Background: an optimization exercise with open tools, aiming at small area and a short achievable clock period. Do not read the settings as production practice. The RTL was checked by simulation tests, not by an equivalence proof against the original design. No activity file was given, so power comes from the tool's default toggle rates.

[flow/flow/run.sh]
#!/bin/bash
# Standard ORFS layout (the standard.sh), with the port buffers made
# from buf_2 cells instead of the default delay-buffer cells.
export BUFFER_PORTS_ARGS="-buffer_cell sky130_fd_sc_hd__buf_2"
bash standard.sh > standard.log 2>&1
[flow/standard.sh]
#!/bin/bash
# synth_recipe.tcl (not shown) runs the flow's synth.tcl, then flattens the netlist and writes it again
# the make line also repeats each setting of config.mk as NAME=value (left out here)
make -C /OpenROAD-flow-scripts/flow DESIGN_CONFIG=/design/flow/config.mk WORK_HOME=/design/flow/orfs CLKGATE_MAP_FILE= SYNTH_SCRIPT=/design/flow/synth_recipe.tcl "${@:-finish}"
[flow/config.mk]
export PLATFORM = sky130hd
export DESIGN_NAME = top_level
export DESIGN_NICKNAME = top_level
export VERILOG_FILES = /design/flow/design.v
export SDC_FILE = /design/flow/constraint.sdc
export NUM_CORES = 4
export LEC_CHECK = 0
export CAP_MARGIN = 20
export CORE_MARGIN = 2
export CORE_UTILIZATION = 60
export CTS_BUF_LIST = sky130_fd_sc_hd__clkbuf_8
export SETUP_SLACK_MARGIN = 3.5
export SLEW_MARGIN = 20
[flow/constraint.sdc]
create_clock -name core_clock -period 6.0 [get_ports {clk_i}]
set_input_delay 1.2000 -clock core_clock [delete_from_list [all_inputs] [get_ports {clk_i}]]
set_output_delay 1.2000 -clock core_clock [all_outputs]
set_load 0.01 [all_outputs]
[flow/design.v]
module pfx_add #(
  parameter int W = 8
) (
  input  [W-1:0] a,
  input  [W-1:0] b,
  input          ci,
  output [W-1:0] sum,
  output         co
);
  logic [W-1:0] p, g, gg, pp;
  logic [W-1:0] c;    
  assign p = a ^ b;
  assign g = a & b;
  always_comb begin
    gg = g;
    pp = p;
    for (int l = 0; (1 << l) < W; l++) begin
      for (int i = W - 1; i >= 0; i--) begin
        if ((i >> l) & 1) begin
          gg[i] = gg[i] | (pp[i] & gg[((i >> l) << l) - 1]);
          pp[i] = pp[i] & pp[((i >> l) << l) - 1];
        end
      end
    end
  end
  assign c   = {gg[W-2:0] | (pp[W-2:0] & {(W-1){ci}}), ci};
  assign sum = p ^ c;
  assign co  = gg[W-1] | (pp[W-1] & ci);
endmodule
module pfx_cout #(
  parameter int W = 8
) (
  input  [W-1:0] a,
  input  [W-1:0] b,
  input          ci,
  output         co
);
  logic [W:0] g, p;
  always_comb begin
    g = {a & b, ci};
    p = {a ^ b, 1'b0};
    for (int s = 1; s <= W; s = s * 2) begin
      for (int i = 0; i + s <= W; i += 2 * s) begin
        if (i + s <= W) begin
          g[i] = g[i + s] | (p[i + s] & g[i]);
          p[i] = p[i + s] & p[i];
        end
      end
    end
  end
  assign co = g[0];
endmodule
module pfx_add2 #(
  parameter int W = 8
) (
  input  [W-1:0] a,
  input  [W-1:0] b,
  output [W-1:0] s0,
  output [W-1:0] s1,
  output         co0,
  output         co1
);
  logic [W-1:0] p, g, gg, pp;
  assign p = a ^ b;
  assign g = a & b;
  always_comb begin
    gg = g;
    pp = p;
    for (int l = 0; (1 << l) < W; l++) begin
      for (int i = W - 1; i >= 0; i--) begin
        if ((i >> l) & 1) begin
          gg[i] = gg[i] | (pp[i] & gg[((i >> l) << l) - 1]);
          pp[i] = pp[i] & pp[((i >> l) << l) - 1];
        end
      end
    end
  end
  assign s0  = p ^ {gg[W-2:0], 1'b0};
  assign s1  = p ^ {gg[W-2:0] | pp[W-2:0], 1'b1};
  assign co0 = gg[W-1];
  assign co1 = gg[W-1] | pp[W-1];
endmodule
module top_level (
  input         clk_i,
  input         addsub_i,
  input  [31:0] data_a_i,
                data_b_i,
  output [31:0] result_o
);
  logic [7:0]  ea, eb;
  logic [22:0] fa, fb;
  logic        co_ab, co_ba, co_f;
  assign ea = data_a_i[30:23];
  assign eb = data_b_i[30:23];
  assign fa = data_a_i[22:0];
  assign fb = data_b_i[22:0];
  logic [7:0] dx, dy;    
  pfx_add2 #(.W(8))  u_dexp (.a(ea), .b(~eb), .s0(dx), .s1(dy), .co0(co_ab), .co1(co_ba));
  pfx_cout #(.W(31)) u_flt  (.a(data_a_i[30:0]), .b(~data_b_i[30:0]), .ci(1'b1), .co(co_f));
  logic        sa_q1, sb_q1, sw_q1, sh0_q1, bab_q1, bba_q1;
  logic [7:0]  ea_q1, eb_q1;
  logic [22:0] fa_q1, fb_q1;
  logic [4:1]  dab_q1, dba_q1;
  always_ff @(posedge clk_i) begin
    sa_q1 <= data_a_i[31];
    sb_q1 <= data_b_i[31] ^ addsub_i;
    sw_q1 <= ~co_f;                
    ea_q1 <= ea;
    eb_q1 <= eb;
    fa_q1 <= fa;
    fb_q1 <= fb;
    sh0_q1 <= dy[0];               
    dab_q1 <= dy[4:1];             
    dba_q1 <= ~dx[4:1];            
    bab_q1 <= |dy[7:5];            
    bba_q1 <= ~&dx[7:5];           
  end
  logic [23:0] ly;
  logic [26:0] lv0, al;
  logic [22:0] smask;
  logic [31:0] thermo;
  logic        sticky, es;
  assign ly = sw_q1 ? {1'b1, fa_q1} : {1'b1, fb_q1};
  assign es = sa_q1 ^ sb_q1;
  logic [4:0] sh;
  logic       big;
  assign big = sw_q1 ? bba_q1 : bab_q1;
  assign sh  = {sw_q1 ? dba_q1 : dab_q1, sh0_q1} | {5{big}};
  assign lv0 = sh[0] ? {1'b0, ly, 2'b00} : {ly, 3'b000};
  assign al  = lv0 >> {sh[4:1], 1'b0};
  logic sat;
  assign sat    = sh >= 5'd25;
  assign thermo = 32'hFFFF_FFFF << sh;       
  assign smask  = {~thermo[24:3], ~thermo[2] & ~sat};
  assign sticky = |(ly[22:0] & smask);
  logic        hs_q2, es_q2;
  logic [7:0]  he_q2;
  logic [22:0] hf_q2;
  logic [26:0] lo_q2;
  always_ff @(posedge clk_i) begin
    hs_q2 <= sw_q1 ? sb_q1 : sa_q1;
    es_q2 <= es;
    he_q2 <= sw_q1 ? eb_q1 : ea_q1;    
    hf_q2 <= sw_q1 ? fb_q1 : fa_q1;
    lo_q2 <= {al[26:2], al[1] | sat, sticky} ^ {27{es}};    
  end
  logic [26:0] opa;
  logic [27:0] sum;
  logic        add_co;
  logic [26:0] t, z, f;
  logic [4:0]  lz;
  logic [2:0]  inc;
  assign opa = {1'b1, hf_q2, 3'b000};
  pfx_add #(.W(27)) u_add (.a(opa), .b(lo_q2), .ci(es_q2),
                           .sum(sum[26:0]), .co(add_co));
  assign sum[27] = add_co ^ es_q2;
  assign t = ~(opa ^ lo_q2);
  assign z = ~(opa | lo_q2);
  assign f = t & ~{z[25:0], 1'b0};
  always_comb begin
    lz = 5'd0;
    for (int i = 2; i < 26; i++)
      if (f[i]) lz = 5'(27 - i);
  end
  assign inc[0] = sum[3] & (|sum[2:0] | sum[4]);
  assign inc[1] = sum[2] & (|sum[1:0] | sum[3]);
  assign inc[2] = sum[1] & (sum[0] | sum[2]);
  logic        hs_q3, c_q3;
  logic [7:0]  he_q3;
  logic [26:2] s_q3;
  logic [4:0]  lz_q3;
  logic [2:0]  inc_q3;
  always_ff @(posedge clk_i) begin
    hs_q3  <= hs_q2;
    he_q3  <= he_q2;
    c_q3   <= sum[27];
    s_q3   <= sum[26:2];
    lz_q3  <= lz;
    inc_q3 <= inc;
  end
  logic        far, finc;
  logic [1:0]  kf;
  logic [4:0]  k;
  logic [25:0] v;
  logic [50:0] vs;
  logic [24:0] m;
  logic [7:0]  e;
  assign far = c_q3 | s_q3[26] | s_q3[25];
  assign kf  = c_q3 ? 2'd0 : (s_q3[26] ? 2'd1 : 2'd2);
  assign k   = far ? {3'd0, kf} : lz_q3;
  assign v   = {c_q3, s_q3[26:2]};
  assign vs  = {25'd0, v} << k;
  assign m   = (~far & (lz_q3 == 5'd0)) ? {1'b1, 24'd0} : vs[25:1];
  logic [7:0] ef, en;
  assign ef  = c_q3 ? he_q3 + 8'd1 : (s_q3[26] ? he_q3 : he_q3 - 8'd1);
  assign en  = he_q3 + 8'd1 - {3'd0, lz_q3};
  assign e   = far ? ef : en;    
  always_comb begin
    if (c_q3)          finc = inc_q3[0];
    else if (s_q3[26]) finc = inc_q3[1];
    else               finc = inc_q3[2];
  end
  logic        hs_q4, i_q4;
  logic [7:0]  e_q4;
  logic [24:0] m_q4;
  always_ff @(posedge clk_i) begin
    hs_q4 <= hs_q3;
    i_q4  <= far & finc;
    e_q4  <= e;
    m_q4  <= m;
  end
  logic [22:0] fr, fpre;
  logic        fall1;
  logic [7:0]  e_p1, e_m1;
  logic [30:0] res;
  always_comb begin
    fpre = m_q4[23:1];
    for (int l = 0; (1 << l) < 23; l++)
      for (int i = 22; i >= 0; i--)
        if ((i >> l) & 1)
          fpre[i] = fpre[i] & fpre[((i >> l) << l) - 1];
  end
  assign fr    = m_q4[23:1] ^ ({fpre[21:0], 1'b1} & {23{i_q4}});
  assign fall1 = fpre[22] & i_q4;
  assign e_p1  = e_q4 + 8'd1;
  assign e_m1  = e_q4 - 8'd1;
  assign res = m_q4[24] ? {fall1 ? e_p1 : e_q4, fr}
                        : {e_m1, m_q4[22:0]};
  logic [31:0] res_q;
  always_ff @(posedge clk_i) res_q <= {hs_q4, res};
  assign result_o = res_q;
endmodule
==> results.txt, run 1 <==
The kind of cell with the highest combined delay along the critical path is compound AO/OA/AOI/OAI gates. The core footprint is roughly 22000 um^2. In the final layout, the share of cells above drive strength 1 is 0.2020.

The via count of the first global-routing pass is roughly 11000. The number of clock sinks is 246. The tree is rooted in a sky130_fd_sc_hd__clkbuf_8.

The average detailed-routed wire length per instance is between 15 and 20 um. The critical path goes through buf_4 > ha_4 > inv_2 > fa_2 > nor2b_1 > o21ai_1 > a21boi_1 > o21ai_2 > nand2b_1 > buf_4 > a21o_1 > a221o_1 > a31oi_1. The cell with the biggest individual delay on the critical path is sky130_fd_sc_hd__a221o_1.

The post-route clock period utilization came out at 0.4367. The type of destination of the critical path is a flip-flop. The worst IR drop on VDD is between 0.0002 and 0.00025 V. The clock latency of the later-clocked register in the worst-skew pair is ~0.54 ns. The max-cap violation count is 0. The worst setup path is launched from an input pin. The clock-pin slew reported for the worst setup and hold paths after clock tree synthesis is 0.06 ns.

A synthesized cell averages 8.960 um^2. During synthesis, Yosys emitted a total of 4 warnings. The pin count of the biggest net entering global routing is 54. The required time at the worst-slack endpoint is ~6.4 ns. The largest incremental delay on the critical path came out at approximately 0.29 ns. The setup path with the least slack is of type in2reg.

The maximum buffer depth of the clock tree is 3. The final period demand of the worst path is between 2 and 3 ns. The cell area reported after detailed placement is about 14000 um^2. The routability congestion estimate came out at around 0.96. The number of input and output port buffers inserted is 97. The die outline width is about 150 um. In this run the tightest slew margin relative to its limit is 0.4781. Using the TritonRoute via totals, the vias-per-cell ratio works out to 5.803. In this run the worst setup path begins at data_a_i[23]. After detailed routing, the number of remaining DRC violations is 0.

The post-detailed-route count of antenna-violating nets came out at 0. The fraction of synthesized cell area taken by the top area cell type is 0.3729. The CTS H-tree depth came out at 2. Setup repair after global routing could not meet its margin everywhere.

The number of hold buffers added after cts came out at 0. The height of the die came out at 152.4 um. For this design the static power due to leakage is approximately 0.007 uW. Ranked by total cell area, the synthesized netlist is headed by sky130_fd_sc_hd__dfxtp_1, sky130_fd_sc_hd__mux2i_1, sky130_fd_sc_hd__ha_1. For this configuration, the core starts out at a cell density of 0.6090.

The total length of routed wires came out at ~34000 um. The total power density per cell area came out at 440.6 nW/um^2. The number of fill cells in the layout came out at between 1500 and 2000. The total number of vias is 10990.

The antenna diode count came out at 0. The number of standard cells after synthesis is approximately 1500. The startpoint identified for the worst hold timing path is he_q2[1].

In the final layout, the multi-input gates occupy 7866 um^2. The layout-stage area growth over the synthesis result came out at 16.54%. The number of flops mapped to enable cells by yosys is 0.

Pin placement for this block handled 98 I/O pins. The min-delay analysis places its worst path in the category reg2reg. The post-route clock skew came out at about 0.015 ns.

The slew at the pin closest to its max-slew limit came out at slightly below 0.8 ns. The flow ran to the end and the layout has no timing, DRC or antenna violations. The number of register bits inferred by synthesis is around 250. The startpoint of the lowest-slack register-to-register path is hf_q2[6]. The layout net count is around 1700. The count of final max-slew check failures is 0. The number of endpoints with negative hold slack in the final report is 0. The global-route wire length before repair came out at between 50000 and 60000 um. The final sum of negative setup slack came out at 0 ns. After the first detailed-routing iteration, the DRC count stood at approximately 640. The final non-filler cell area is about 15000 um^2.

The global router's overall resource usage came out at 0.2788. Row generation in the floorplan step produced between 50 and 60 rows. The overall overflow remaining after global route is 0.

The first detailed-routing pass took 7 iterations. By instance count, the cell type seen most on the critical path is sky130_fd_sc_hd__buf_4. The combined flip-flop and latch cell area came out at ~5000 um^2. The post-synth design cell area is between 10000 and 15000 um^2.

The number of antenna violations at the first check in global routing is 1. Of the synthesized area, sequential elements account for 0.3729. Among all flip-flop cells after synthesis, the most frequent one is sky130_fd_sc_hd__dfxtp_1. The maximum clock rate is 0.3817 GHz. The total clock buffers created by CTS came out at 41. At the worst endpoint, the arrival time is 3.06 ns. The most area-hungry cell type in the Yosys netlist is sky130_fd_sc_hd__dfxtp_1. The final count of negative-setup-slack endpoints came out at 0.

Counting flops with an async set or reset pin after synthesis yields a share of 0. In this run the worst path has a maximum fanout of 3. The die covers 23220 um^2. The half-perimeter wire length of the detailed placement result is between 20000 and 25000 um. The count of unique library cells instantiated by Yosys is 69. The synthesized net count came out at roughly 1600. The CTS tree is built. The number of buffer and inverter instances along the worst setup path is 3.
## timing repair
item / CTS / global route
setup buffers: 18 / 5
endpoints found under the setup margin: 60 / 45
pin swaps: 18 / 9
gates resized for setup: 53 / 37
cloned: 2 / 2
## path summary, 6_finish.rpt
kind | cells past startpoint | to | slack [ns]
max | 13 | sw_q1 | 3.38
min | 0 | he_q3[1] | 0.32
max reg2reg | 10 | c_q3 | 3.53
min reg2reg | 0 | he_q3[1] | 0.32
## synth_stat cells (all sizes together), types with 6 or more instances
cell / count
and4: 6
mux2: 45
o211ai: 8
nor4: 17
nand4: 15
o31ai: 7
a31oi: 7
dfxtp: 246
o221ai: 7
a21oi: 90
buf: 25
a221oi: 7
ha: 87
o21ai: 58
and3: 7
mux2i: 130
xor2: 23
o21a: 6
nand3: 30
nor3: 48
nand2b: 17
or3: 8
xnor2: 55
a211oi: 20
inv: 116
clkbuf: 42
a22oi: 6
o22ai: 27
nand2: 118
a21o: 25
nor2b: 8
nor2: 101
## cells in the final DEF (no fill, tap or decap), drive strengths merged, types with 30 or more instances in the layout
cell type,count
mux2,45
o21ai,58
buf,133
xnor2,55
a21oi,91
nor2,101
nor3,48
nand2,118
mux2i,130
clkbuf,54
dfxtp,246
ha,87
inv,126
nand3,30
## layout make-up
type | instances | share of cell area
multi-input cells | 1046 | 0.5111
flip-flops and latches | 246 | 0.3217
repair buffers | 136 | 0.06023
clock buffers | 52 | 0.04650
inverters | 116 | 0.02910
well taps | 280 | 0.02276
clock inverters | 18 | 0.008616
## sequential cells by signal, indices dropped and copies added (netlist names), 5 cells and up
name and flops:
fb_q1 23, hf_q2 23, res_q 32, m_q4 25
lz_q3 5, s_q3 25, he_q3 8, eb_q1 8
ea_q1 8, lo_q2 27, he_q2 8, e_q4 8
fa_q1 23
## metal layers
metal | share of wire | global-route usage | vias to the layer above
met5 | 0 | 0 | -
met4 | 0.046 | 0.1340 | 0
met3 | 0.044 | 0.03925 | 101
met2 | 0.51 | 0.5184 | 352
met1 | 0.40 | 0.3122 | 5107
li1 | - | - | 5430
## metrics by stage
stage / util / cells / hold WS [ns] / power, uW / setup WS, ns
6_report: 0.7097 / 1894 / 0.3209 / 6781 / 3.380
5_1_grt: 0.7097 / 1894 / 0.3302 / 7221 / 3.303
4_1_cts: 0.6985 / 1887 / 0.3230 / 6709 / 3.503
3_5_place_dp: 0.6417 / 1797 / 0.3128 / 5118 / 2.605
3_3_place_gp: 0.6417 / 1797 / 0.3100 / 5065 / 2.660
2_1_floorplan: - / 1474 / 0.3096 / 4379 / 3.214
## cell families after synthesis
logic type / Yosys count / synth area share
AOI/OAI and AO/OA: 306 / 0.1507
xor gates and xnor gates: 78 / 0.05172
adders and majority gates: 91 / 0.08848
buffers and inverters: 183 / 0.05580
DFF: 246 / 0.3729
muxes: 177 / 0.1403
and+or+nand+nor: 393 / 0.1401
## power by group
part           leakage (uW)  switching, uW  internal [uW]
registers           0.00207            370           2120
clock network      0.000471            633            862
logic               0.00449           1590           1210
==> inputs of run 2 (changes only) <==
--- a/flow/config.mk
+++ b/flow/config.mk
@@ -5,6 +5,7 @@
 export SDC_FILE = /design/flow/constraint.sdc
 export NUM_CORES = 4
 export LEC_CHECK = 0
+export ABC_AREA = 1
 export CAP_MARGIN = 20
 export CORE_MARGIN = 2
 export CORE_UTILIZATION = 60
==> run 2 against run 1 <==
Critical path type unchanged. Register-to-register slack is essentially flat. Still clean. Die area decreased by 1.4%. First-iteration DRC count increased by 16%. Clock power grew 5%. Fmax increased by 4.8%. Final area down 0.49%. Worst setup slack improved by 0.12 ns. Global-route usage is 2.0 points higher. Clock skew is 0.0014 ns higher. Sequential share of layout area grew 0.13 points. Critical endpoint is now bab_q1.
==> results.txt, run 2 <==
The number of register bits inferred by synthesis is 246 (unchanged). The slew at the pin closest to its max-slew limit was 0.7418 ns (was 0.7809 ns). The overall overflow remaining after global route was 0 (unchanged). The core footprint came to 21150 um^2 (was 21690 um^2). The layout net count came to 2075 (was 1744). The most frequent cell after synthesis is sky130_fd_sc_hd__nand2_1 (was sky130_fd_sc_hd__dfxtp_1). The register ranked first by flip-flop count is res_q (unchanged). The clock tree root driver cell was sky130_fd_sc_hd__clkbuf_8 (unchanged). The number of flip-flops under the largest register name came to 32 (unchanged). The final count of negative-setup-slack endpoints is 0 (unchanged). The clock latency of the later-clocked register in the worst-skew pair came out at 0.55 ns (was 0.54 ns). The DRC violation count after routing is 0 (unchanged). Biggest area contributors in the synthesized netlist: sky130_fd_sc_hd__dfxtp_1, sky130_fd_sc_hd__nand2_1, sky130_fd_sc_hd__ha_1 (was sky130_fd_sc_hd__dfxtp_1, sky130_fd_sc_hd__mux2i_1, sky130_fd_sc_hd__ha_1). The fraction of synthesized cell area taken by the top area cell type came out at 0.3784 (was 0.3729). The worst min-delay path class is reg2reg (unchanged). The proportion of synthesized chip area in sequential cells came to 0.3784 (was 0.3729). The count of unique library cells instantiated by Yosys came out at 51 (was 69).

The post-route clock period utilization came to 0.4166 (was 0.4367). The post-synth design cell area came out at 13020 um^2 (was 13210 um^2). The CTS tree is built (unchanged). The number of input and output port buffers inserted was 97 (unchanged).

The cell with the biggest individual delay on the critical path was sky130_fd_sc_hd__fa_2 (was sky130_fd_sc_hd__a221o_1). The height of the die is 151.3 um (was 152.4 um). The count of warnings emitted by yosys came out at 4 (unchanged). The mean number of vias per cell came out at 5.363 (was 5.803). The number of antenna violations at the first check in global routing was 0 (was 1). The worst slack after detailed placement came out at 2.733 ns (was 2.605 ns). The average detailed-routed wire length per instance came out at 15.66 um (was 17.73 um). The global-route wire length before repair is 53820 um (was 53010 um). The number of clock sinks is 246 (unchanged). The count of final max-slew check failures came out at 0 (unchanged).

The final period demand of the worst path is 2.499 ns (was 2.620 ns). The largest incremental delay on the critical path was 0.40 ns (was 0.29 ns). Top cells by count, synth: sky130_fd_sc_hd__nand2_1, sky130_fd_sc_hd__inv_1, sky130_fd_sc_hd__dfxtp_1 (was sky130_fd_sc_hd__dfxtp_1, sky130_fd_sc_hd__mux2i_1, sky130_fd_sc_hd__nand2_1). The global router's overall resource usage is 0.2984 (was 0.2788).

The leading cell type in the layout, fill and taps excluded is sky130_fd_sc_hd__nand2_1 (was sky130_fd_sc_hd__dfxtp_1). The number of standard cells after synthesis is 1789 (was 1474). Result of the run: complete, no violations (unchanged). The type of origin of the critical path is an input pin (unchanged). The overall die area is 22890 um^2 (was 23220 um^2). The via count of the first global-routing pass is 10868 (was 10755). The synthesized net count is 1946 (was 1631).

The category of the most critical setup path is in2reg (unchanged). Largest registers ranked by flip-flop count: res_q (32), lo_q2 (27) (unchanged). The number of fill cells in the layout was 1704 (was 1671). The post-detailed-route count of antenna-violating nets came out at 0 (unchanged). The die outline width was 151.3 um (was 152.4 um). The data arrival time of the critical path is 2.93 ns (was 3.06 ns).

The proportion of synthesized flip-flops having asynchronous set or reset was 0 (unchanged). The starting DRC count in detailed routing came out at 742 (was 642). The required time at the worst-slack endpoint is 6.43 ns (was 6.44 ns). The prevailing post-synth register cell is sky130_fd_sc_hd__dfxtp_1 (unchanged). The total power density per cell area came out at 483.5 nW/um^2 (was 440.6 nW/um^2). The pin count of the biggest net entering global routing is 75 (was 54). The worst IR drop on VDD came out at 0.0002119 V (was 0.0002228 V). The routability congestion estimate is 1.056 (was 0.9567). Series of cell instances along the critical path: buf_6 > inv_12 > ha_4 > inv_2 > fa_2 > inv_2 > a21oi_2 > o21bai_2 > buf_4 > fa_2 > inv_1 > nor2_2 > a21oi_1 > nand3b_1 (was buf_4 > ha_4 > inv_2 > fa_2 > nor2b_1 > o21ai_1 > a21boi_1 > o21ai_2 > nand2b_1 > buf_4 > a21o_1 > a221o_1 > a31oi_1).

The standby leakage power is 0.007701 uW (was 0.007041 uW). The most area-hungry cell type in the Yosys netlist is sky130_fd_sc_hd__dfxtp_1 (unchanged). The cell row count came to 53 (was 54).

The maximum buffer depth of the clock tree is 3 (unchanged). The max-cap violation count is 0 (unchanged). The critical-path maximum fanout came out at 3 (unchanged). The final sum of negative setup slack came to 0 ns (unchanged). The layout-stage area growth over the synthesis result is 17.68% (was 16.54%). The fraction of layout instances using a drive strength above 1 came out at 0.1613 (was 0.2020).

The number of endpoints with negative hold slack in the final report was 0 (unchanged). The half-perimeter wire length of the detailed placement result is 25700 um (was 24740 um). The total number of vias is 11916 (was 10990).

The total length of routed wires is 34790 um (was 33580 um). Commonest cells after routing, fill and taps aside: sky130_fd_sc_hd__nand2_1, sky130_fd_sc_hd__inv_1, sky130_fd_sc_hd__dfxtp_1 (was sky130_fd_sc_hd__dfxtp_1, sky130_fd_sc_hd__mux2i_1, sky130_fd_sc_hd__inv_1). Unrepaired setup endpoints after global routing: true (unchanged).

The CTS H-tree depth came out at 2 (unchanged). The boundary pin count is 98 (unchanged). The clock-pin slew reported for the worst setup and hold paths after clock tree synthesis came out at 0.06 ns (about the same).

The antenna diode count is 0 (unchanged). The maximum clock rate came out at 0.4001 GHz (was 0.3817 GHz). The total clock buffers created by CTS is 42 (was 41). The worst slew margin relative to its limit is 0.5002 (was 0.4781). The starting utilization of the core area came out at 0.6153 (was 0.6090). The number of optimization iterations in the first detailed-route pass is 6 (was 7). The type of destination of the critical path is a flip-flop (unchanged). The number of flops mapped to enable cells by yosys came to 0 (unchanged). The average cell area after synthesis came to 7.276 um^2 (was 8.960 um^2). The setup slack after layout was 3.501 ns (was 3.380 ns).

The post-route clock skew came out at 0.01651 ns (was 0.01506 ns).
## run 2: layer usage
metal / vias up / GRT usage / share of wire
met5: - / 0 / 0
met4: 0 / 0.1136 / 0.032
met3: 77 / 0.05964 / 0.067
met2: 445 / 0.4880 / 0.46
met1: 5388 / 0.3890 / 0.44
li1: 6006 / - / -
## run 2: report_power, final
group	leakage (uW)	internal (uW)	switching, uW
sequential	0.00208	2160	328
combinational	0.00513	1220	2140
clock	0.000491	888	671
## run 2: what timing repair did
| action | CTS | global route |
|---|---|---|
| gates resized for setup | 65 | 92 |
| buffers inserted | 9 | 19 |
| endpoints found under the setup margin | 55 | 61 |
| cloned | 5 | 3 |
| pin swaps | 4 | 19 |
| hold buffers | 0 | 0 |
## run 2: layout make-up
class / count / area (um^2) / area share
Inverter: 268 / 1057 / 0.06902
Multi-Input combinational cell: 1217 / 7128 / 0.4654
Clock inverter: 23 / 183.9 / 0.01201
Timing Repair Buffer: 138 / 929.6 / 0.06069
Sequential cell: 246 / 4947 / 0.3230
Timing Repair inverter: 5 / 38.79 / 0.002532
Clock buffer: 50 / 688.2 / 0.04493
Tap cell: 275 / 344.1 / 0.02246
## run 2: logic make-up (layout without fill, tap and decap cells)
kind of cell,Yosys count,after routing,share of synthesized area
compound gates,357,357,0.1510
xor+xnor,83,83,0.05585
fa+ha+maj,91,91,0.08978
buf+inv,326,484,0.09651
flops,246,246,0.3784
mux,19,19,0.01480
simple gates,667,667,0.2137
## run 2: final timing paths
| check | slack [ns] | end | cells after the start | startpoint |
|---|---|---|---|---|
| worst max-delay path | 3.50 | bab_q1 | 14 | data_b_i[23] |
| worst min register to register | 0.33 | he_q3[0] | 0 | he_q2[0] |
| worst max register to register | 3.52 | lo_q2[1] | 15 | sw_q1 |
| worst min-delay path | 0.33 | he_q3[0] | 0 | he_q2[0] |
## run 2: critical path: cells and delay by family
kind	cells	cell delay (ns)
AOI/OAI and AO/OA	3	0.36
and+or+nand+nor	2	0.14
adders and majority gates	3	0.75
buffers and inverters	6	0.48
## run 2: per-stage QoR
step | area [um^2] | util | std cells | total power [uW] | hold slack, ns
after CTS | 14870 | 0.7031 | 2200 | 7206 | 0.3243
after detailed placement | 13720 | 0.6485 | 2113 | 5537 | 0.3121
after global placement | 13720 | 0.6485 | 2113 | 5484 | 0.3098
final | 15320 | 0.7241 | 2222 | 7405 | 0.3294
after global routing | 15320 | 0.7241 | 2222 | 7981 | 0.3366
after floorplan | 13060 | - | 1789 | 4689 | 0.3096
==> inputs of run 3 (changes only) <==
--- a/flow/config.mk
+++ b/flow/config.mk
@@ -8,7 +8,7 @@
 export ABC_AREA = 1
 export CAP_MARGIN = 20
 export CORE_MARGIN = 2
-export CORE_UTILIZATION = 60
+export CORE_UTILIZATION = 70
 export CTS_BUF_LIST = sky130_fd_sc_hd__clkbuf_8
 export SETUP_SLACK_MARGIN = 3.5
 export SLEW_MARGIN = 20
==> run 3 against run 2 <==
Sequential power increased by 2%. Non-clock buffer count grew 23. First-iteration DRC count increased to 2.7 times the previous value. Worst hold slack got worse by 0.0029 ns. Critical path depth unchanged. Clock skew is 0.0068 ns higher. Fmax shrank 17%. Global-route usage grew 11 points. Total power increased by 7.4%. Register-to-register slack got worse by 0.21 ns. Largest cell class unchanged.
==> results.txt, run 3 <==
Result of the run: complete, no violations (unchanged). The number of endpoints with negative hold slack in the final report is 0 (unchanged). The standby leakage power is 0.007824 uW (was 0.007701 uW). The critical-path maximum fanout was 3 (unchanged). The maximum clock rate came out at 0.3307 GHz (was 0.4001 GHz). The DRC violation count after routing was 0 (unchanged). The maximum buffer depth of the clock tree came to 3 (unchanged). The number of clock sinks was 246 (unchanged). The data arrival time of the critical path came out at 3.36 ns (was 2.93 ns).

Biggest area contributors in the synthesized netlist: sky130_fd_sc_hd__dfxtp_1, sky130_fd_sc_hd__nand2_1, sky130_fd_sc_hd__ha_1 (unchanged). The post-route clock period utilization is 0.5039 (was 0.4166). The net switching fraction of the power came out at 0.4613 (was 0.4237).

The total internal power came out at 4284 uW (was 4268 uW). The layout net count is 2101 (was 2075). The number of register bits inferred by synthesis is 246 (unchanged). The most area-hungry cell type in the Yosys netlist is sky130_fd_sc_hd__dfxtp_1 (unchanged). The start point of the worst hold path was hs_q2 (was he_q2[0]). The total clock buffers created by CTS is 40 (was 42).

The combined flip-flop and latch cell area is 4952 um^2 (was 4947 um^2). The post-synthesis compound-gate area fraction was 0.1510 (unchanged). The final period demand of the worst path came to 3.023 ns (was 2.499 ns).

The count of unique library cells instantiated by Yosys is 51 (unchanged). The number of optimization iterations in the first detailed-route pass came to 9 (was 6). The half-perimeter wire length of the detailed placement result came out at 27010 um (was 25700 um).

The required time at the worst-slack endpoint was 6.33 ns (was 6.43 ns). The final-layout worst hold slack is 0.3265 ns (was 0.3294 ns). The average cell area after synthesis came out at 7.276 um^2 (unchanged).

The starting utilization of the core area was 0.7197 (was 0.6153). The type of destination of the critical path was a flip-flop (unchanged). The multi-input logic area came out at 7271 um^2 (was 7128 um^2).

The routability congestion estimate came out at 0.9638 (was 1.056). The height of the die was 140.4 um (was 151.3 um). The CTS H-tree depth was 2 (unchanged). The via count of the first global-routing pass came out at 12677 (was 10868).

The launch point of the critical path is data_b_i[23] (unchanged). The max-cap violation count was 0 (unchanged). The global router's overall resource usage is 0.4045 (was 0.2984). The clock latency of the later-clocked register in the worst-skew pair was 0.57 ns (was 0.55 ns). The number of hold buffers added after cts came out at 0 (unchanged). The die outline width came out at 140.4 um (was 151.3 um). The number of flops mapped to enable cells by yosys is 0 (unchanged). The proportion of synthesized flip-flops having asynchronous set or reset was 0 (unchanged).

The setup slack after layout is 2.977 ns (was 3.501 ns). The proportion of synthesized chip area in sequential cells is 0.3784 (unchanged). The switching power of the nets came out at 3668 uW (was 3138 uW).

The type of origin of the critical path is an input pin (unchanged). The startpoint of the lowest-slack register-to-register path is sw_q1 (unchanged). The average detailed-routed wire length per instance came out at 21.29 um (was 15.66 um).

The starting DRC count in detailed routing is 1977 (was 742). The register ranked first by flip-flop count is res_q (unchanged). The clock-pin slew reported for the worst setup and hold paths after clock tree synthesis is 0.07 ns (was 0.06 ns).

The count of final max-slew check failures is 0 (unchanged). Unrepaired setup endpoints after global routing: true (unchanged). The prevailing post-synth register cell is sky130_fd_sc_hd__dfxtp_1 (unchanged). The clock tree root driver cell is sky130_fd_sc_hd__clkbuf_8 (unchanged). The relative contribution of sequential cells to total power is 0.318 (was 0.336). The layout-stage area growth over the synthesis result is 19.11% (was 17.68%). The CTS tree is built (unchanged).

The fraction of layout instances using a drive strength above 1 is 0.1718 (was 0.1613). The post-synth design cell area is 13020 um^2 (unchanged). The post-route clock skew was 0.02333 ns (was 0.01651 ns). Top cells by count, synth: sky130_fd_sc_hd__nand2_1, sky130_fd_sc_hd__inv_1, sky130_fd_sc_hd__dfxtp_1 (unchanged). The core footprint is 18090 um^2 (was 21150 um^2).

The number of standard cells after synthesis is 1789 (unchanged). The overall die area is 19700 um^2 (was 22890 um^2). The post-detailed-route count of antenna-violating nets came out at 0 (unchanged). The count of warnings emitted by yosys came out at 4 (unchanged). The number of antenna violations at the first check in global routing came out at 2 (was 0).

The number of input and output port buffers inserted came to 97 (unchanged). The synthesized-area fraction occupied by xor and xnor cells is 0.05585 (unchanged). The synthesized net count came to 1946 (unchanged). The worst min-delay path class is reg2reg (unchanged). The post-synthesis adder-cell area fraction came out at 0.08978 (unchanged). The most frequent cell after synthesis is sky130_fd_sc_hd__nand2_1 (unchanged). The worst slack after detailed placement is 2.368 ns (was 2.733 ns). The leading cell type in the layout, fill and taps excluded was sky130_fd_sc_hd__nand2_1 (unchanged). The total power density per cell area came out at 512.9 nW/um^2 (was 483.5 nW/um^2).

The share of power burned in the clock network was 0.195 (was 0.210). The final count of negative-setup-slack endpoints is 0 (unchanged). The worst IR drop on VDD came out at 0.0002713 V (was 0.0002119 V). Largest registers ranked by flip-flop count: res_q (32), lo_q2 (27) (unchanged). The main combinational cell family by area after synthesis is simple AND/OR/NAND/NOR gates (unchanged). The mean number of vias per cell came out at 6.333 (was 5.363).

The fraction of synthesized cell area taken by the top area cell type is 0.3784 (unchanged). The total length of routed wires came out at 46880 um (was 34790 um). The number of flip-flops under the largest register name is 32 (unchanged).

Commonest cells after routing, fill and taps aside: sky130_fd_sc_hd__nand2_1, sky130_fd_sc_hd__inv_1, sky130_fd_sc_hd__dfxtp_1 (unchanged). The number of fill cells in the layout came out at 896 (was 1704). The antenna diode count came out at 0 (unchanged). The cell row count is 49 (was 53). The final sum of negative setup slack came to 0 ns (unchanged). The global-route wire length before repair came out at 63390 um (was 53820 um). The worst slew margin relative to its limit came to 0.2867 (was 0.5002). The category of the most critical setup path is in2reg (unchanged). The pin count of the biggest net entering global routing is 45 (was 75). The slew at the pin closest to its max-slew limit came out at 1.059 ns (was 0.7418 ns). The area fraction in and, or, nand and nor cells after synthesis is 0.2137 (unchanged). The part of the total power dissipated in combinational logic came out at 0.487 (was 0.454). The overall overflow remaining after global route is 0 (unchanged).

The total number of vias came to 13946 (was 11916). The portion of netlist area occupied by mux cells came out at 0.01480 (unchanged). The boundary pin count came to 98 (unchanged).
==> run 3: cell counts after synthesis <==
Identical to the previous run, type by type.
==> run 3: power groups by stage <==
| stage | combinational, uW | clock (uW) | sequential [uW] |
|---|---|---|---|
| 6_report | 3870 | 1550 | 2530 |
| 3_5_place_dp | 3080 | 0 | 2490 |
| 5_1_grt | 4130 | 1590 | 2560 |
| 3_3_place_gp | 2960 | 0 | 2470 |
| 2_1_floorplan | 2250 | 0 | 2430 |
| 4_1_cts | 3300 | 1490 | 2470 |
==> run 3: cell families (layout without fill, tap and decap cells) <==
kind of cell               Yosys count  count (layout)
buffers and inverters              326             504
xor gates and xnor gates            83              83
and+or+nand+nor                    667             668
DFF                                246             246
muxes                               19              19
AOI/OAI and AO/OA                  357             362
adders and majority gates           91              91
==> run 3: worst paths after layout <==
path	end	slack (ns)	cells after the start
max	bab_q1	2.98	14
max reg2reg	lo_q2[3]	3.31	10
min reg2reg	hs_q3	0.33	0
min	hs_q3	0.33	0
==> run 3: metal layers <==
metal	track usage	share of wire	up-vias
li1	-	-	6067
met2	0.7033	0.45	1224
met4	0.2323	0.088	2
met1	0.4619	0.35	6250
met5	0	0.00021	-
met3	0.08376	0.12	403
==> run 3: worst max-delay path, stage by stage <==
cell	delay, ns
sky130_fd_sc_hd__buf_12	0.11
sky130_fd_sc_hd__inv_12	0.04
sky130_fd_sc_hd__ha_4	0.12
sky130_fd_sc_hd__inv_4	0.06
sky130_fd_sc_hd__fa_2	0.43
sky130_fd_sc_hd__inv_4	0.10
sky130_fd_sc_hd__a21oi_4	0.06
sky130_fd_sc_hd__o21bai_4	0.21
sky130_fd_sc_hd__a21oi_2	0.09
sky130_fd_sc_hd__o21bai_2	0.19
sky130_fd_sc_hd__a21oi_2	0.12
sky130_fd_sc_hd__nand2_1	0.14
sky130_fd_sc_hd__a21oi_2	0.10
sky130_fd_sc_hd__nand3b_1	0.37
==> run 3: repair_timing <==
item                                   CTS  global route
gates cloned                             6             5
buffers inserted                        21            34
endpoints found under the hold margin    0             0
setup endpoints to repair               56            61
resized for setup                       63            99
pin swaps                               14            32
==> run 3: final cells by class <==
class | instances | share of cell area
well taps | 229 | 0.01848
multi-input cells | 1223 | 0.4690
repair buffers | 161 | 0.07005
flip-flops and latches | 246 | 0.3194
repair inverters | 4 | 0.001937
inverters | 268 | 0.06819
clock inverters | 22 | 0.009442
clock buffers | 49 | 0.04350
==> run 3: per-stage QoR <==
stage | total power [uW] | instance area [um^2] | std cells | utilization
5_1_grt | 8279 | 15500 | 2202 | 0.8572
6_report | 7952 | 15500 | 2202 | 0.8572
4_1_cts | 7270 | 14920 | 2163 | 0.8249
3_3_place_gp | 5436 | 13650 | 2065 | 0.7545
2_1_floorplan | 4689 | 13060 | 1789 | -
3_5_place_dp | 5578 | 13650 | 2065 | 0.7545
==> inputs of run 4 (changes only) <==
--- a/flow/config.mk
+++ b/flow/config.mk
@@ -8,7 +8,8 @@
 export ABC_AREA = 1
 export CAP_MARGIN = 20
 export CORE_MARGIN = 2
-export CORE_UTILIZATION = 70
-export CTS_BUF_LIST = sky130_fd_sc_hd__clkbuf_8
+export CORE_UTILIZATION = 60
+export CTS_CLUSTER_DIAMETER = 60
+export CTS_CLUSTER_SIZE = 20
 export SETUP_SLACK_MARGIN = 3.5
 export SLEW_MARGIN = 20
==> run 4 against run 3 <==
Critical path depth decreased by 1. Highest routed layer is now met4. Via count decreased by 14%. Fmax increased by 18%. Flip-flop and latch count unchanged. First-iteration DRC count decreased by 61%. Non-clock buffer count decreased by 1. Sequential power decreased by 2%.
==> results.txt, run 4 <==
The worst IR drop on VDD came out at 0.0002686 V (was 0.0002713 V). The global router's overall resource usage was 0.2981 (was 0.4045). The number of standard cells after synthesis came out at 1789 (unchanged). The pin count of the biggest net entering global routing is 75 (was 45).

The total clock buffers created by CTS is 22 (was 40). The final sum of negative setup slack is 0 ns (unchanged). The clock latency of the later-clocked register in the worst-skew pair came out at 0.53 ns (was 0.57 ns).

The category of the most critical setup path is in2reg (unchanged). The critical-path maximum fanout came out at 3 (unchanged). The half-perimeter wire length of the detailed placement result came out at 25700 um (was 27010 um). The clock tree root driver cell was sky130_fd_sc_hd__clkbuf_16 (was sky130_fd_sc_hd__clkbuf_8). The total power density per cell area was 481.4 nW/um^2 (was 512.9 nW/um^2). The proportion of synthesized flip-flops having asynchronous set or reset came out at 0 (unchanged). Biggest area contributors in the synthesized netlist: sky130_fd_sc_hd__dfxtp_1, sky130_fd_sc_hd__nand2_1, sky130_fd_sc_hd__ha_1 (unchanged).

The number of antenna violations at the first check in global routing is 0 (was 2). The total length of routed wires came out at 35780 um (was 46880 um). The count of cells along the worst register-to-register path is 16 (was 10). The proportion of synthesized chip area in sequential cells came out at 0.3784 (unchanged). The maximum clock rate was 0.3887 GHz (was 0.3307 GHz). Unrepaired setup endpoints after global routing: true (unchanged).

The worst slack after detailed placement came to 2.733 ns (was 2.368 ns). The worst slew margin relative to its limit is 0.5322 (was 0.2867). The antenna diode count came to 0 (unchanged). The fraction of layout instances using a drive strength above 1 is 0.1674 (was 0.1718).

Series of cell instances along the critical path: buf_12 > inv_12 > ha_4 > inv_2 > fa_2 > inv_2 > a21oi_2 > o21bai_2 > a21oi_2 > o21bai_2 > xor2_1 > o21ai_0 > nand3b_1 (was buf_12 > inv_12 > ha_4 > inv_4 > fa_2 > inv_4 > a21oi_4 > o21bai_4 > a21oi_2 > o21bai_2 > a21oi_2 > nand2_1 > a21oi_2 > nand3b_1). The starting utilization of the core area came out at 0.6153 (was 0.7197). The count of unique library cells instantiated by Yosys came out at 51 (unchanged). The die outline width was 151.3 um (was 140.4 um).

The height of the die came out at 151.3 um (was 140.4 um). The startpoint of the lowest-slack register-to-register path is sw_q1 (unchanged). The count of warnings emitted by yosys came out at 4 (unchanged). The most frequent cell after synthesis is sky130_fd_sc_hd__nand2_1 (unchanged). Largest registers ranked by flip-flop count: res_q (32), lo_q2 (27) (unchanged). The number of clock sinks was 246 (unchanged). The cell count after placement is 2113 (was 2065). The post-route clock period utilization is 0.4288 (was 0.5039). The required time at the worst-slack endpoint is 6.41 ns (was 6.33 ns). The boundary pin count is 98 (unchanged). The number of endpoints with negative hold slack in the final report came out at 0 (unchanged).

The synthesized net count is 1946 (unchanged). The CTS H-tree depth came out at 1 (was 2). The mean number of vias per cell came to 5.433 (was 6.333). The number of register bits inferred by synthesis came out at 246 (unchanged).

The global-route wire length before repair came to 54190 um (was 63390 um). The most area-hungry cell type in the Yosys netlist is sky130_fd_sc_hd__dfxtp_1 (unchanged). The number of optimization iterations in the first detailed-route pass is 5 (was 9).

The fraction of synthesized cell area taken by the top area cell type is 0.3784 (unchanged). The slew at the pin closest to its max-slew limit is 0.6991 ns (was 1.059 ns). The overall overflow remaining after global route came out at 0 (unchanged).

The average cell area after synthesis came to 7.276 um^2 (unchanged). The average detailed-routed wire length per instance came out at 16.19 um (was 21.29 um). The number of flip-flops under the largest register name is 32 (unchanged). The post-route clock skew is 0.02225 ns (was 0.02333 ns). The data arrival time of the critical path was 2.99 ns (was 3.36 ns). The leading cell type in the layout, fill and taps excluded is sky130_fd_sc_hd__nand2_1 (unchanged).

The overall die area was 22890 um^2 (was 19700 um^2). The number of non-filler instances in the completed layout is 2210 (was 2202). Commonest cells after routing, fill and taps aside: sky130_fd_sc_hd__nand2_1, sky130_fd_sc_hd__inv_1, sky130_fd_sc_hd__dfxtp_1 (unchanged).

The final count of negative-setup-slack endpoints is 0 (unchanged). The share of power burned in the clock network came to 0.195 (about the same). Result of the run: complete, no violations (unchanged). The count of final max-slew check failures was 0 (unchanged). The number of fill cells in the layout came to 1654 (was 896). The switching power of the nets came to 3233 uW (was 3668 uW). The total number of vias is 12006 (was 13946).

The cell row count is 53 (was 49). The post-synth design cell area is 13020 um^2 (unchanged). The setup slack after layout is 3.427 ns (was 2.977 ns).

The net switching fraction of the power came out at 0.4319 (was 0.4613). The number of flops mapped to enable cells by yosys is 0 (unchanged). The clock-pin slew reported for the worst setup and hold paths after clock tree synthesis came out at 0.07 ns (about the same). The launch point of the critical path is data_b_i[23] (unchanged). The relative contribution of sequential cells to total power is 0.332 (was 0.318). The type of destination of the critical path was a flip-flop (unchanged). The type of origin of the critical path is an input pin (unchanged). The core footprint came to 21150 um^2 (was 18090 um^2).

The layout-stage area growth over the synthesis result came out at 19.45% (was 19.11%). The maximum buffer depth of the clock tree is 3 (unchanged). The layout net count came out at 2078 (was 2101).

The final period demand of the worst path is 2.573 ns (was 3.023 ns). The post-detailed-route count of antenna-violating nets came to 0 (unchanged). The prevailing post-synth register cell is sky130_fd_sc_hd__dfxtp_1 (unchanged).

Top cells by count, synth: sky130_fd_sc_hd__nand2_1, sky130_fd_sc_hd__inv_1, sky130_fd_sc_hd__dfxtp_1 (unchanged). The worst min-delay path class is reg2reg (unchanged). The routability congestion estimate came out at 1.056 (was 0.9638). The max-cap violation count is 0 (unchanged).

The via count of the first global-routing pass was 10879 (was 12677). The number of hold buffers added after cts came out at 0 (unchanged). The starting DRC count in detailed routing is 774 (was 1977). The part of the total power dissipated in combinational logic came out at 0.473 (was 0.487).

The number of input and output port buffers inserted came out at 97 (unchanged). The critical register-to-register path endpoint is lo_q2[1] (was lo_q2[3]). The total internal power is 4252 uW (was 4284 uW). The register ranked first by flip-flop count was res_q (unchanged).

The DRC violation count after routing is 0 (unchanged). The capturing instance or port of the critical path is bab_q1 (unchanged). The cell with the biggest individual delay on the critical path is sky130_fd_sc_hd__fa_2 (unchanged). The CTS tree is built (unchanged). The reg-to-reg setup timing slack is 3.53 ns (was 3.31 ns). The standby leakage power is 0.007745 uW (was 0.007824 uW). The largest incremental delay on the critical path is 0.37 ns (was 0.43 ns).
run 4: layout make-up:
cell class	instances	area, um^2	share of cell area
well taps	275	344.1	0.02213
flip-flops and latches	246	4947	0.3182
repair inverters	6	45.04	0.002897
repair buffers	160	1201	0.07726
clock buffers	24	568.0	0.03654
inverters	268	1061	0.06824
multi-input cells	1217	7206	0.4635
clock inverters	14	175.2	0.01127
run 4: power groups by stage:
| stage | Clock [uW] | Combinational, uW | Sequential, uW |
|---|---|---|---|
| 2_1_floorplan | 0 | 2250 | 2430 |
| 3_3_place_gp | 0 | 2990 | 2490 |
| 3_5_place_dp | 0 | 3040 | 2500 |
| 4_1_cts | 1480 | 3190 | 2470 |
| 5_1_grt | 1540 | 3950 | 2550 |
| 6_report | 1460 | 3540 | 2490 |
run 4: stage by stage:
step | util | instance area [um^2] | total power [uW] | hold WS (ns)
2_1_floorplan | - | 13060 | 4689 | 0.3096
3_3_place_gp | 0.6485 | 13720 | 5484 | 0.3098
3_5_place_dp | 0.6485 | 13720 | 5537 | 0.3121
4_1_cts | 0.6968 | 14740 | 7141 | 0.3280
5_1_grt | 0.7350 | 15550 | 8043 | 0.3405
6_report | 0.7350 | 15550 | 7485 | 0.3303
run 4: how the worst min path moves through the flow:
stage	startpoint	end	slack (ns)	cells past startpoint
2_1_floorplan	he_q2[0]	he_q3[0]	0.31	0
4_1_cts	he_q2[6]	he_q3[6]	0.33	0
3_3_place_gp	hs_q2	hs_q3	0.31	0
5_1_grt	he_q2[1]	he_q3[1]	0.34	0
3_5_place_dp	he_q2[0]	he_q3[0]	0.31	0
6_report	he_q2[0]	he_q3[0]	0.33	0
run 4: critical path, delay by kind of cell:
| family | cells | cell delay [ns] |
|---|---|---|
| adders and majority gates | 2 | 0.48 |
| and+or+nand+nor | 1 | 0.09 |
| xor gates and xnor gates | 1 | 0.12 |
| buffers and inverters | 4 | 0.26 |
| AOI/OAI and AO/OA | 5 | 0.83 |
run 4: routing by layer:
metal,vias up,track usage,part of all wire,routed length [um]
met5,-,0,0,0
met4,0,0.1037,0.038,1362
met3,97,0.04819,0.061,2178
met2,417,0.4912,0.47,16650
met1,5494,0.3967,0.44,15590
li1,5998,-,-,-
run 4: logic make-up (layout without fill, tap and decap cells):
group           Yosys count  after routing  synth area share
xor+xnor                 83             83           0.05585
mux                      19             19           0.01480
compound gates          357            357            0.1510
flops                   246            246            0.3784
buf+inv                 326            472           0.09651
simple gates            667            667            0.2137
fa+ha+maj                91             91           0.08978
run 4: timing repair:
action	4_1_cts	5_1_grt
endpoints found under the setup margin	55	54
pin swaps	6	30
gates cloned	5	9
resized for setup	63	124
setup buffers	10	35
hold endpoints to repair	0	0
==> inputs of run 5 (changes only) <==
--- a/flow/design.v
+++ b/flow/design.v
@@ -97,14 +97,16 @@
   logic [7:0] dx, dy;    
   pfx_add2 #(.W(8))  u_dexp (.a(ea), .b(~eb), .s0(dx), .s1(dy), .co0(co_ab), .co1(co_ba));
   pfx_cout #(.W(31)) u_flt  (.a(data_a_i[30:0]), .b(~data_b_i[30:0]), .ci(1'b1), .co(co_f));
-  logic        sa_q1, sb_q1, sw_q1, sh0_q1, bab_q1, bba_q1;
+  logic        sa_q1, sb_q1, sw_q1, nsw_q1, gt_q1, sh0_q1, bab_q1, bba_q1;
   logic [7:0]  ea_q1, eb_q1;
   logic [22:0] fa_q1, fb_q1;
   logic [4:1]  dab_q1, dba_q1;
   always_ff @(posedge clk_i) begin
     sa_q1 <= data_a_i[31];
     sb_q1 <= data_b_i[31] ^ addsub_i;
-    sw_q1 <= ~co_f;                
+    sw_q1  <= ~co_f;               
+    nsw_q1 <= co_f;                
+    gt_q1  <= co_ab;               
     ea_q1 <= ea;
     eb_q1 <= eb;
     fa_q1 <= fa;
@@ -124,8 +126,8 @@
   assign es = sa_q1 ^ sb_q1;
   logic [4:0] sh;
   logic       big;
-  assign big = sw_q1 ? bba_q1 : bab_q1;
-  assign sh  = {sw_q1 ? dba_q1 : dab_q1, sh0_q1} | {5{big}};
+  assign big = gt_q1 ? bab_q1 : bba_q1;
+  assign sh  = {gt_q1 ? dab_q1 : dba_q1, sh0_q1} | {5{big}};
   assign lv0 = sh[0] ? {1'b0, ly, 2'b00} : {ly, 3'b000};
   assign al  = lv0 >> {sh[4:1], 1'b0};
   logic sat;
@@ -138,10 +140,10 @@
   logic [22:0] hf_q2;
   logic [26:0] lo_q2;
   always_ff @(posedge clk_i) begin
-    hs_q2 <= sw_q1 ? sb_q1 : sa_q1;
+    hs_q2 <= nsw_q1 ? sa_q1 : sb_q1;
     es_q2 <= es;
-    he_q2 <= sw_q1 ? eb_q1 : ea_q1;    
-    hf_q2 <= sw_q1 ? fb_q1 : fa_q1;
+    he_q2 <= nsw_q1 ? ea_q1 : eb_q1;   
+    hf_q2 <= nsw_q1 ? fa_q1 : fb_q1;
     lo_q2 <= {al[26:2], al[1] | sat, sticky} ^ {27{es}};    
   end
   logic [26:0] opa;
--- a/flow/config.mk
+++ b/flow/config.mk
@@ -9,7 +9,6 @@
 export CAP_MARGIN = 20
 export CORE_MARGIN = 2
 export CORE_UTILIZATION = 60
-export CTS_CLUSTER_DIAMETER = 60
-export CTS_CLUSTER_SIZE = 20
+export CTS_BUF_LIST = sky130_fd_sc_hd__clkbuf_8
 export SETUP_SLACK_MARGIN = 3.5
 export SLEW_MARGIN = 20
==> run 5 against run 4 <==
Final area is 2.8% lower. Global-route usage down 1.8 points. Flip-flop and latch count rose by 2. Worst setup slack better by 0.036 ns. Utilization down 3.8 points. Clock power is 8% lower. Sequential share of layout area grew 1.1 points. Synthesized cell count up 0.11%. Worst hold slack got worse by 0.0058 ns. Area after synthesis increased by 1.0%. Die area is 1.0% higher. Clock-buffer cell count grew 23.
==> results.txt, run 5 <==
The total internal power is 4080 uW (was 4252 uW). The clock-pin slew reported for the worst setup and hold paths after clock tree synthesis came to 0.06 ns (was 0.07 ns). The core footprint was 21690 um^2 (was 21150 um^2). The endpoint with the worst hold slack is he_q3[5] (was he_q3[0]). The largest incremental delay on the critical path is 0.39 ns (was 0.37 ns).

The register ranked first by flip-flop count was res_q (unchanged). The count of cells along the worst register-to-register path is 13 (was 16). The total clock buffers created by CTS is 41 (was 22). The average cell area after synthesis was 7.342 um^2 (was 7.276 um^2). The count of warnings emitted by yosys is 4 (unchanged).

The count of final max-slew check failures is 0 (unchanged). The layout-stage area growth over the synthesis result came out at 14.87% (was 19.45%). The data arrival time of the critical path is 2.96 ns (was 2.99 ns).

The critical register-to-register path endpoint is m_q4[23] (was lo_q2[1]). The number of standard cells after synthesis is 1791 (was 1789). The mean number of vias per cell came to 5.353 (was 5.433). The overall overflow remaining after global route came to 0 (unchanged). The number of flip-flops under the largest register name came to 32 (unchanged). The total power density per cell area was 479.6 nW/um^2 (was 481.4 nW/um^2).

The average detailed-routed wire length per instance is 15.55 um (was 16.19 um). The worst slew margin relative to its limit came out at 0.5152 (was 0.5322). The required time at the worst-slack endpoint came out at 6.42 ns (was 6.41 ns).

Top cells by count, synth: sky130_fd_sc_hd__nand2_1, sky130_fd_sc_hd__inv_1, sky130_fd_sc_hd__dfxtp_1 (unchanged). The worst min-delay path class is reg2reg (unchanged). The net switching fraction of the power is 0.4368 (was 0.4319). The starting utilization of the core area came to 0.6063 (was 0.6153). The cell count after placement is 2118 (was 2113). The maximum buffer depth of the clock tree is 3 (unchanged).

The most frequent cell after synthesis is sky130_fd_sc_hd__nand2_1 (unchanged). The global-route wire length before repair is 52870 um (was 54190 um). The antenna diode count is 0 (unchanged). The proportion of synthesized chip area in sequential cells is 0.3775 (was 0.3784). The most area-hungry cell type in the Yosys netlist is sky130_fd_sc_hd__dfxtp_1 (unchanged).

The relative contribution of sequential cells to total power came out at 0.344 (was 0.332). The synthesized net count is 1948 (was 1946). The max-cap violation count came out at 0 (unchanged). The number of register bits inferred by synthesis was 248 (was 246). The startpoint of the lowest-slack register-to-register path is c_q3 (was sw_q1). The overall die area is 23120 um^2 (was 22890 um^2). The part of the total power dissipated in combinational logic came out at 0.470 (was 0.473). The fraction of layout instances using a drive strength above 1 is 0.1537 (was 0.1674). The type of origin of the critical path is an input pin (unchanged). The post-detailed-route count of antenna-violating nets is 0 (unchanged). The total number of vias is 11879 (was 12006). The CTS H-tree depth is 2 (was 1). The reg-to-reg setup timing slack came out at 3.57 ns (was 3.53 ns). The hold-critical path depth is 0 (unchanged). The post-route clock skew came out at 0.02598 ns (was 0.02225 ns). The number of clock sinks was 248 (was 246). The final sum of negative setup slack is 0 ns (unchanged).

The share of power burned in the clock network is 0.186 (was 0.195). Biggest area contributors in the synthesized netlist: sky130_fd_sc_hd__dfxtp_1, sky130_fd_sc_hd__nand2_1, sky130_fd_sc_hd__ha_1 (unchanged). The total length of routed wires came out at 34510 um (was 35780 um). The number of endpoints with negative hold slack in the final report is 0 (unchanged).

The cell row count is 54 (was 53). The routability congestion estimate came out at 0.9730 (was 1.056). Result of the run: complete, no violations (unchanged).

The CTS tree was built (unchanged). The DRC violation count after routing came out at 0 (unchanged). The switching power of the nets is 3165 uW (was 3233 uW). The type of destination of the critical path was a flip-flop (unchanged).

The clock tree root driver cell is sky130_fd_sc_hd__clkbuf_8 (was sky130_fd_sc_hd__clkbuf_16). The layout net count is 2074 (was 2078). The final count of negative-setup-slack endpoints came out at 0 (unchanged). The via count of the first global-routing pass is 10802 (was 10879).

The multi-input logic area came out at 7188 um^2 (was 7206 um^2). The number of optimization iterations in the first detailed-route pass is 6 (was 5). The fraction of synthesized cell area taken by the top area cell type is 0.3775 (was 0.3784). The maximum clock rate came out at 0.3942 GHz (was 0.3887 GHz).

The critical-path maximum fanout is 3 (unchanged). Largest registers ranked by flip-flop count: res_q (32), lo_q2 (27) (unchanged). The proportion of synthesized flip-flops having asynchronous set or reset came out at 0 (unchanged). The number of fill cells in the layout came out at 1878 (was 1654). The leading cell type in the layout, fill and taps excluded was sky130_fd_sc_hd__nand2_1 (unchanged). The pin count of the biggest net entering global routing came to 48 (was 75). The standby leakage power is 0.007580 uW (was 0.007745 uW). The post-route core utilization came out at 0.6965 (was 0.7350). The global router's overall resource usage is 0.2805 (was 0.2981).

The post-route clock period utilization is 0.4228 (was 0.4288). Commonest cells after routing, fill and taps aside: sky130_fd_sc_hd__nand2_1, sky130_fd_sc_hd__inv_1, sky130_fd_sc_hd__dfxtp_1 (unchanged). The start point of the worst hold path was he_q2[5] (was he_q2[0]).

The number of flops mapped to enable cells by yosys came to 0 (unchanged). Series of cell instances along the critical path: buf_6 > inv_12 > ha_4 > inv_2 > fa_2 > o21ai_4 > a21oi_2 > o21bai_1 > a21o_1 > xnor2_2 > or3_1 (was buf_12 > inv_12 > ha_4 > inv_2 > fa_2 > inv_2 > a21oi_2 > o21bai_2 > a21oi_2 > o21bai_2 > xor2_1 > o21ai_0 > nand3b_1). The cell with the biggest individual delay on the critical path is sky130_fd_sc_hd__fa_2 (unchanged). The category of the most critical setup path is in2reg (unchanged). The launch point of the critical path was data_b_i[23] (unchanged). The starting DRC count in detailed routing is 1020 (was 774). The final period demand of the worst path came out at 2.537 ns (was 2.573 ns). The prevailing post-synth register cell is sky130_fd_sc_hd__dfxtp_1 (unchanged).

The worst IR drop on VDD came to 0.0002093 V (was 0.0002686 V). Unrepaired setup endpoints after global routing: true (unchanged). The boundary pin count is 98 (unchanged). The final-layout worst hold slack came out at 0.3245 ns (was 0.3303 ns). The number of input and output port buffers inserted came out at 97 (unchanged). The half-perimeter wire length of the detailed placement result is 25140 um (was 25700 um). The number of antenna violations at the first check in global routing came out at 1 (was 0). The count of unique library cells instantiated by Yosys came out at 58 (was 51). The post-synth design cell area was 13150 um^2 (was 13020 um^2). The number of non-filler instances in the completed layout came out at 2219 (was 2210). The die outline width came to 152.0 um (was 151.3 um).

The combined flip-flop and latch cell area is 4980 um^2 (was 4947 um^2). The clock latency of the later-clocked register in the worst-skew pair came to 0.56 ns (was 0.53 ns). The slew at the pin closest to its max-slew limit is 0.7273 ns (was 0.6991 ns). The height of the die is 152.0 um (was 151.3 um).
-- run 5: changes by cell type in the layout (fill, tap and decap cells not counted), sizes merged, moves of 4 or more --
cell / change
o21ai: -6
buf: -22
clkbuf: +17
xnor2: +7
nand3: -6
mux2: +7
mux2i: -7
a21oi: +12
clkinv: +4
nor2: +21
nand2: -25
inv: +6
nand4: +4
-- run 5: per-stage QoR --
step	instance area [um^2]	power, uW	worst slack, ns
6_report	15110	7245	3.463
5_1_grt	15110	7781	3.405
4_1_cts	14740	7033	3.495
3_5_place_dp	13780	5568	2.691
3_3_place_gp	13780	5519	2.703
2_1_floorplan	13200	4742	3.217
-- run 5: worst max path at each step --
stage                to  slack [ns]  cells past startpoint
2_1_floorplan    bba_q1        3.22                     10
3_3_place_gp      sw_q1        2.70                      9
3_5_place_dp      sw_q1        2.69                     10
4_1_cts        m_q4[24]        3.50                     14
5_1_grt        m_q4[23]        3.40                     13
6_report         bba_q1        3.46                     11
-- run 5: kinds of logic after synthesis --
family                     after synthesis  share of synthesized area
AOI/OAI and AO/OA                      356                     0.1500
adders and majority gates               91                    0.08887
and+or+nand+nor                        657                     0.2067
DFF                                    248                     0.3775
muxes                                   19                    0.01532
buffers and inverters                  331                     0.1023
xor gates and xnor gates                89                    0.05928
-- run 5: area by class of cell --
| class | count | area share |
|---|---|---|
| clock buffer | 47 | 0.04282 |
| clock inverter | 18 | 0.005715 |
| inverter | 275 | 0.07107 |
| multi-input combinational | 1219 | 0.4759 |
| sequential | 248 | 0.3297 |
| tap | 280 | 0.02319 |
| timing repair buffer | 131 | 0.05119 |
| timing repair inverter | 1 | 0.0004970 |
-- run 5: timing repair --
| item | 4_1_cts | 5_1_grt |
|---|---|---|
| hold buffers | 0 | 0 |
| pin swaps | 6 | 14 |
| setup buffers | 10 | 18 |
| resized for setup | 27 | 60 |
| gates cloned | 6 | 2 |
| endpoints found under the setup margin | 55 | 52 |
-- run 5: worst max-delay path, delay by kind of cell --
kind,cells,cell delay (ns)
AOI/OAI and AO/OA,4,0.68
adders and majority gates,2,0.50
and+or+nand+nor,1,0.29
buffers and inverters,3,0.19
xor gates and xnor gates,1,0.08
-- run 5: metal layers --
| layer | vias up | part of all wire | global-route usage |
|---|---|---|---|
| met5 | - | 0 | 0 |
| met4 | 0 | 0.058 | 0.1469 |
| met3 | 148 | 0.056 | 0.03765 |
| met2 | 474 | 0.48 | 0.4976 |
| met1 | 5272 | 0.40 | 0.3303 |
| li1 | 5985 | - | - |
-- run 5: power groups by stage --
stage	Combinational (uW)	Sequential [uW]	Clock, uW
after floorplan	2300	2440	0
final	3410	2490	1350
after CTS	3170	2490	1370
after detailed placement	3050	2520	0
after global placement	3010	2510	0
after global routing	3780	2550	1450
==> inputs of run 6 (changes only) <==
--- a/flow/config.mk
+++ b/flow/config.mk
@@ -10,5 +10,6 @@
 export CORE_MARGIN = 2
 export CORE_UTILIZATION = 60
 export CTS_BUF_LIST = sky130_fd_sc_hd__clkbuf_8
+export PLACE_DENSITY = 0.75
 export SETUP_SLACK_MARGIN = 3.5
 export SLEW_MARGIN = 20
==> run 6 against run 5 <==
Still clean. Routed wire length is 6.2% lower. Final cell count is 0.14% higher. First-iteration DRC count is 38% lower. Clock-buffer cell count is 5 higher. Clock power is 12% higher. Synthesized cell count stayed put. Sequential power hardly changed. Final area is 0.78% higher. Flip-flop and latch count stayed put. Clock skew is 0.0065 ns lower. Die area stayed put. Register-to-register slack better by 0.03 ns. Critical endpoint unchanged. Largest power group unchanged. Highest routed layer unchanged.
==> results.txt, run 6 <==
The count of final max-slew check failures was 0 (unchanged). The DRC violation count after routing came out at 0 (unchanged). The most frequent cell after synthesis was sky130_fd_sc_hd__nand2_1 (unchanged). The average cell area after synthesis is 7.342 um^2 (unchanged). The required time at the worst-slack endpoint came out at 6.43 ns (was 6.42 ns). The CTS H-tree depth is 2 (unchanged). The post-detailed-route count of antenna-violating nets is 0 (unchanged). The number of hold buffers added after cts came out at 0 (unchanged). The number of antenna violations at the first check in global routing was 0 (was 1).

The starting DRC count in detailed routing came to 630 (was 1020). The maximum buffer depth of the clock tree is 3 (unchanged). The data arrival time of the critical path came out at 2.97 ns (was 2.96 ns). Result of the run: complete, no violations (unchanged). The register ranked first by flip-flop count is res_q (unchanged). The post-route clock skew is 0.01950 ns (was 0.02598 ns). The number of flops mapped to enable cells by yosys came to 0 (unchanged). The total power density per cell area is 477.4 nW/um^2 (was 479.6 nW/um^2). The type of destination of the critical path is a flip-flop (unchanged). The worst slack after detailed placement is 2.549 ns (was 2.691 ns).

The boundary pin count came out at 98 (unchanged). The worst slew margin relative to its limit is 0.3272 (was 0.5152). The fraction of layout instances using a drive strength above 1 came out at 0.1581 (was 0.1537). The max-cap violation count is 0 (unchanged). The count of unique library cells instantiated by Yosys was 58 (unchanged). The number of buffer and inverter instances along the worst setup path came out at 3 (unchanged). Commonest cells after routing, fill and taps aside: sky130_fd_sc_hd__nand2_1, sky130_fd_sc_hd__inv_1, sky130_fd_sc_hd__dfxtp_1 (unchanged). The total number of vias is 11640 (was 11879). The final period demand of the worst path is 2.540 ns (was 2.537 ns). The synthesized net count is 1948 (unchanged). Largest registers ranked by flip-flop count: res_q (32), lo_q2 (27) (unchanged). The category of the most critical setup path is in2reg (unchanged). The clock tree root driver cell is sky130_fd_sc_hd__clkbuf_8 (unchanged).

The launch point of the critical path is data_b_i[23] (unchanged). The family with the most delay on the worst path was compound AO/OA/AOI/OAI gates (unchanged). The clock latency of the later-clocked register in the worst-skew pair is 0.55 ns (was 0.56 ns). The die outline width came out at 152.0 um (unchanged). The largest incremental delay on the critical path is 0.42 ns (was 0.39 ns). The number of optimization iterations in the first detailed-route pass came to 6 (unchanged). The number of clock sinks came out at 248 (unchanged). The standby leakage power came out at 0.007636 uW (was 0.007580 uW). The cell with the biggest individual delay on the critical path was sky130_fd_sc_hd__fa_2 (unchanged). The start point of the worst hold path is he_q2[5] (unchanged). The fraction of synthesized cell area taken by the top area cell type is 0.3775 (unchanged).

The proportion of synthesized chip area in sequential cells is 0.3775 (unchanged). The total length of routed wires came out at 32360 um (was 34510 um). The layout net count came out at 2072 (was 2074).

The post-synth design cell area is 13150 um^2 (unchanged). The setup slack after layout is 3.460 ns (was 3.463 ns). The height of the die came out at 152.0 um (unchanged).
## run 6: cell counts after synthesis
Identical to the previous run, type by type.
## run 6: worst register-to-register path: cells and delay by family (launching register included)
| family | cells | cell delay (ns) |
|---|---|---|
| AOI/OAI and AO/OA | 5 | 1.01 |
| and+or+nand+nor | 3 | 0.38 |
| DFF | 1 | 0.37 |
| muxes | 1 | 0.29 |
| buffers and inverters | 2 | 0.24 |
## run 6: what timing repair did
item                                    in CTS  in global routing
endpoints found under the setup margin      55                 53
gates cloned                                 6                  1
pin swaps                                    5                 20
buffers inserted                             7                 22
gates resized for setup                     26                 57
## run 6: per-stage QoR
| step | utilization | cells | cell area (um^2) | total power (uW) |
|---|---|---|---|---|
| final | 0.7019 | 2222 | 15220 | 7267 |
| after global routing | 0.7019 | 2222 | 15220 | 7796 |
| after CTS | 0.6835 | 2199 | 14820 | 7102 |
| after detailed placement | 0.6350 | 2117 | 13770 | 5492 |
| after global placement | 0.6350 | 2117 | 13770 | 5440 |
| after floorplan | - | 1791 | 13200 | 4742 |
## run 6: area by class of cell
cell class | count | area (um^2)
clock buffers | 52 | 715.7
clock inverters | 17 | 132.6
fillers | 1782 | 6465
inverters | 275 | 1067
multi-input cells | 1218 | 7201
flip-flops and latches | 248 | 4982
well taps | 280 | 350.3
repair buffers | 131 | 767.0
repair inverters | 1 | 7.507
## run 6: path summary, 6_finish.rpt
| check | depth (start not counted) | to | slack, ns |
|---|---|---|---|
| min reg2reg | 0 | he_q3[5] | 0.32 |
| max reg2reg | 11 | m_q4[21] | 3.60 |
| min | 0 | he_q3[5] | 0.32 |
| max | 11 | bba_q1 | 3.46 |
## run 6: report_power, final
| part | total, uW | internal, uW | switching (uW) |
|---|---|---|---|
| logic | 3280 | 1190 | 2090 |
| clock network | 1510 | 862 | 646 |
| registers | 2480 | 2160 | 314 |
| total | 7270 | 4220 | 3050 |
## run 6: cell families after synthesis
group,synth area share
AND/OR/NAND/NOR,0.2067
buffers and inverters,0.1023
flip-flops,0.3775
AO/OA/AOI/OAI,0.1500
multiplexers,0.01532
XOR/XNOR,0.05928
adder cells (fa/ha/maj),0.08887
## run 6: routing by layer
metal	global-route usage	vias to the layer above	routed length [um]
li1	-	5975	-
met5	0	-	0
met2	0.4798	381	15820
met3	0.03765	136	1408
met4	0.1807	0	2326
met1	0.2829	5148	12810

==> static timing again, ports no longer ideal <==
Ports are ideal in the flow. The routed layouts listed here were re-timed in OpenROAD.
Step 1, drivers: a clkbuf_16 drives clk_i and a buf_2 each remaining input, both assumed.
Step 2 also shifts input and output timing later by t, the mid clock arrival at the registers, as if the neighbouring blocks saw the same clock.
Three values: ideal, step 1, step 2; two values: the first two.
run | shift t [ns] | slack for setup (ns) | pins driven straight from the clock port
run 1 | 0.575 | 3.380 / 3.371 / 2.797 | 1
run 2 | 0.588 | 3.501 / 3.504 / 2.916 | 1
run 3 | 0.600 | 2.977 / 2.976 / 2.376 | 1
run 4 | 0.567 | 3.427 / 3.424 / 2.858 | 1
run 5 | 0.585 | 3.463 / 3.467 / 2.882 | 1
run 6 | 0.581 | 3.460 / 3.449 / 2.869 | 1
After both steps every run listed still meets setup and hold. The setup slack of run 3, which loses most, moves by -0.001 ns with the drivers and by -0.601 ns with both steps.
